This design comes from an exercise in tuning for small area on the open sky130 flow, not from production work. Only simulation tests tie the RTL to the original design; equivalence was not proved.

==> inputs of job 9689 <==
## cordic
module cordic (
  input                clk,
  input                reset,
  input                operands_val,
  input  signed [15:0] x_start,
  input  signed [15:0] y_start,
  input  signed [15:0] angle,
  output signed [15:0] sine,
  output signed [15:0] cosine,
  output               out_valid
);
  localparam [15:0] ODD = 16'haaaa;
  reg [8:0] vld;
  always @(posedge clk) begin
    if (reset) vld <= 9'd0;
    else       vld <= {vld[7:0], operands_val};
  end
  assign out_valid = vld[8];
  wire [15:0] t0 = angle - 16'd12868;
  wire [15:0] x0_0_s;
  wire x0_0_co;
  wire [15:0] x0_0_bn = {~(y_start[15] ^ 1'b1), y_start[14] ^ 1'b1, ~(y_start[13] ^ 1'b1), y_start[12] ^ 1'b1, ~(y_start[11] ^ 1'b1), y_start[10] ^ 1'b1, ~(y_start[9] ^ 1'b1), y_start[8] ^ 1'b1, ~(y_start[7] ^ 1'b1), y_start[6] ^ 1'b1, ~(y_start[5] ^ 1'b1), y_start[4] ^ 1'b1, ~(y_start[3] ^ 1'b1), y_start[2] ^ 1'b1, ~(y_start[1] ^ 1'b1), y_start[0] ^ 1'b1};
  ...
clock: 5.0 ns
lec_check: 0
cap_margin: 0
core_margin: 2
core_utilization: 60
setup_slack_margin: 0.1
slew_margin: 0
synth_hierarchical: 1
synth_minimum_keep_size: 0
standard.sh (not shown) runs the stock make flow with config.mk's settings and CLKGATE_MAP_FILE= SYNTH_SCRIPT=/design/flow/synth_recipe.tcl, a recipe that flattens the netlist after the stock synthesis.
==> flow/flow/run.sh <==
#!/bin/bash
# Own layout flow: the standard ORFS flow (standard.sh, including its
# standard synthesis), with two changes to how the layout is built:
#  - the input/output port buffers are sky130_fd_sc_hd__buf_1 cells;
#  - clock tree synthesis inserts no dummy loads and clusters up to 24 sinks.
# ORFS writes each step's full log under orfs/logs/; make's own output goes
# to make.log in this folder.
set -euo pipefail
export BUFFER_PORTS_ARGS="-buffer_cell sky130_fd_sc_hd__buf_1"
export CTS_ARGS="-sink_clustering_enable -repair_clock_nets -dont_use_dummy_load -sink_clustering_size 24 -sink_clustering_max_diameter 100"
bash standard.sh finish > make.log 2>&1
==> job 155 (differences from job 9689) <==
==> flow/flow/run.sh (replaced) <==
#!/bin/bash
# Own layout flow: the standard ORFS flow (standard.sh, including its
# standard synthesis), with two changes to how the layout is built:
#  - the input/output port buffers are sky130_fd_sc_hd__buf_1 cells;
#  - clock tree synthesis inserts no dummy loads and clusters up to 30 sinks.
# ORFS writes each step's full log under orfs/logs/; make's own output goes
# to make.log in this folder.
set -euo pipefail
export BUFFER_PORTS_ARGS="-buffer_cell sky130_fd_sc_hd__buf_1"
export CTS_ARGS="-sink_clustering_enable -repair_clock_nets -dont_use_dummy_load -sink_clustering_size 30 -sink_clustering_max_diameter 100"
bash standard.sh finish > make.log 2>&1
- CORE_UTILIZATION: 60 -> 70
- SETUP_SLACK_MARGIN: 0.1 -> not set
==> job 9151 (differences from job 9689) <==
==> flow/flow/run.sh (replaced) <==
#!/bin/bash
# Own layout flow: the standard ORFS flow (standard.sh, including its
# standard synthesis), with two changes to how the layout is built:
#  - the input/output port buffers are sky130_fd_sc_hd__buf_1 cells;
#  - clock tree synthesis inserts no dummy loads and clusters up to 27 sinks.
# ORFS writes each step's full log under orfs/logs/; make's own output goes
# to make.log in this folder.
set -euo pipefail
export BUFFER_PORTS_ARGS="-buffer_cell sky130_fd_sc_hd__buf_1"
export CTS_ARGS="-sink_clustering_enable -repair_clock_nets -dont_use_dummy_load -sink_clustering_size 27 -sink_clustering_max_diameter 100"
bash standard.sh finish > make.log 2>&1
- CORE_UTILIZATION: 60 -> 70
- SETUP_SLACK_MARGIN: 0.1 -> not set
==> impl_results.rst <==
.. list-table::
   :header-rows: 1

   * - Metric
     - Value
   * - Final core area utilization
     - 75.5%
   * - Achievable frequency
     - 211 MHz
   * - N_taps
     - 511
   * - Post-cts resize count
     - 0
   * - Layout cell share with drive strength beyond 1
     - 9.78%
   * - Final critical-path share of the clock period
     - 94.7%
   * - Cells traversed along the worst timing path
     - buf_1, o41a_1, or3_4, a21oi_2, nand2b_2, a31oi_4, xnor2_4, buf_4, xor2_1, xnor2_1, mux2i_1, mux2i_1, mux2i_1, mux2i_1, mux2i_1, mux2i_1, mux2i_1, mux2i_2, xnor2_1
   * - Maximum fanout along the worst path
     - 8
   * - Status
     - finished clean
(the above is from job 9151)
==> impl_results.rst <==
.. list-table::
   :header-rows: 1

   * - Metric
     - Value
   * - Cells traversed along the worst timing path
     - xnor2_2, xor2_2, mux2i_2, mux2i_1, or2_2, o22ai_1, xor2_2, xor2_1, xor2_1, mux2i_1, mux2i_1, mux2i_1, mux2i_1, mux2i_1, or2_2, o22ai_1, xor2_1
   * - Layout cell share with drive strength beyond 1
     - 9.33%
   * - Status
     - finished clean
   * - Achievable frequency
     - 210 MHz
   * - Post-cts resize count
     - 0
   * - Final core area utilization
     - 75.1%
   * - Maximum fanout along the worst path
     - 11
   * - Final critical-path share of the clock period
     - 95.4%
   * - Number of synthesis warnings
     - 11
   * - N_taps
     - 511
(the above is from job 155)
==> impl_results.rst <==
.. list-table::
   :header-rows: 1

   * - Metric
     - Value
   * - Final critical-path share of the clock period
     - 92.5%
   * - Layout cell share with drive strength beyond 1
     - 9.88%
   * - Cells traversed along the worst timing path
     - xnor2_1, xor2_1, mux2i_1, mux2i_1, or2_2, o22ai_1, xor2_1, xor2_1, xor2_2, mux2i_1, mux2i_1, mux2i_1, mux2i_1, mux2i_2, or2_4, o22ai_1, xor2_1
   * - Status
     - finished clean
   * - N_taps
     - 592
   * - Achievable frequency
     - 216 MHz
   * - Post-cts resize count
     - 3
(the above is from job 9689)

==> wip/fjord <==
Another version of the RTL of cordic (not shown whole).
clock: 5.0 ns
lec_check: 0
cap_margin: 0
core_margin: 2
core_utilization: 60
slew_margin: 0
synth_hierarchical: 1
synth_minimum_keep_size: 0
run.sh (not shown) runs the stock make flow with config.mk's settings and CLKGATE_MAP_FILE= SYNTH_SCRIPT=/design/flow/synth_recipe.tcl, a recipe that flattens the netlist after the stock synthesis.
Stock flow here: none of the scripts above is used.
==> wip/maple (differences from wip/fjord) <==
==> flow/flow/run.sh (new file) <==
#!/bin/bash
# Own layout flow: the standard ORFS flow (standard.sh, including its
# standard synthesis), with two changes to how the layout is built:
#  - the input/output port buffers are sky130_fd_sc_hd__buf_1 cells;
#  - clock tree synthesis inserts no dummy loads.
# ORFS writes each step's full log under orfs/logs/; make's own output goes
# to make.log in this folder.
set -euo pipefail
export BUFFER_PORTS_ARGS="-buffer_cell sky130_fd_sc_hd__buf_1"
export CTS_ARGS="-sink_clustering_enable -repair_clock_nets -dont_use_dummy_load -sink_clustering_size 30 -sink_clustering_max_diameter 100"
bash standard.sh finish > make.log 2>&1
==> flow/standard.sh (new file) <==
#!/bin/bash
# synth_recipe.tcl (not shown) runs the flow's synth.tcl, then flattens the netlist and writes it again
# the make line also repeats each setting of config.mk as NAME=value (left out here)
make -C /OpenROAD-flow-scripts/flow DESIGN_CONFIG=/design/flow/config.mk WORK_HOME=/design/flow/orfs CLKGATE_MAP_FILE= SYNTH_SCRIPT=/design/flow/synth_recipe.tcl "${@:-finish}"
removed: flow/run.sh
==> summary.txt <==
- wip/maple finished clean. wip/fjord ran to the end with no violations.
- Final cell count: wip/maple is smaller than wip/fjord (2.4%).
- Of wip/fjord and wip/maple, wip/fjord has the higher non-clock buffer count (gap 10).
- Between wip/maple and wip/fjord, the lower global-route usage is in wip/maple (gap 0.77 points).
- Register-to-register slack is about the same in wip/fjord and wip/maple.
==> figures <==
item                                                                   wip/fjord       wip/maple
Final period demand of the worst path                                    4540 ps         4540 ps
Layout fillers                                                              3981            4198
Part of the cycle the worst path needs                                     0.909           0.908
Routed wl met2                                                     29300 microns   28600 microns
Least-Margin Pin Slew                                                     919 ps          932 ps
Met3 routed wirelength                                              1520 microns    1140 microns
Outcome                                                           finished clean  finished clean
Relative area of clock buffers and inverters in the final design          0.0595          0.0178
Post-layout instance area                                            33000 sq um     31000 sq um
Count of plain and timing-repair buffers                                     110             100

==> static timing again, ports no longer ideal <==
No port has a modelled driver above. Below, the same layouts with a new extraction and two added sets of constraints.
Step 1 sets driving cells, clkbuf_16 on the clock port and buf_2 on the other inputs (assumed; they add their load-dependent delay and slew).
Step 2 also shifts input and output timing later by t, the mid clock arrival at the registers, as if the neighbouring blocks saw the same clock.
Three values: ideal ports, drivers, drivers and shift; two values: the first two.
run	t, ns	setup slack, ns	worst hold slack (ns)	worst setup path after step 2	worst data-port slew with drivers (ns)
job 9689	0.600	0.376 / 0.343 / -0.060	0.327 / 0.327 / 0.327	input to register	0.04
job 155	0.568	0.232 / 0.229 / -0.210	0.330 / 0.330 / 0.330	input to register	0.04
job 9151	0.568	0.266 / 0.256 / -0.265	0.327 / 0.327 / 0.327	input to register	0.05
wip/fjord	0.649	0.457 / 0.457 / -0.093	0.313 / 0.313 / 0.313	input to register	0.04
wip/maple	0.605	0.458 / 0.458 / 0.120	0.318 / 0.318 / 0.318	input to register	0.04
Met with ideal ports but missed after step 2: setup timing in job 9689, job 155, job 9151 and wip/fjord. For wip/fjord, which loses most, drivers alone change the setup slack by 0.000 ns; drivers and shift together by -0.550 ns.
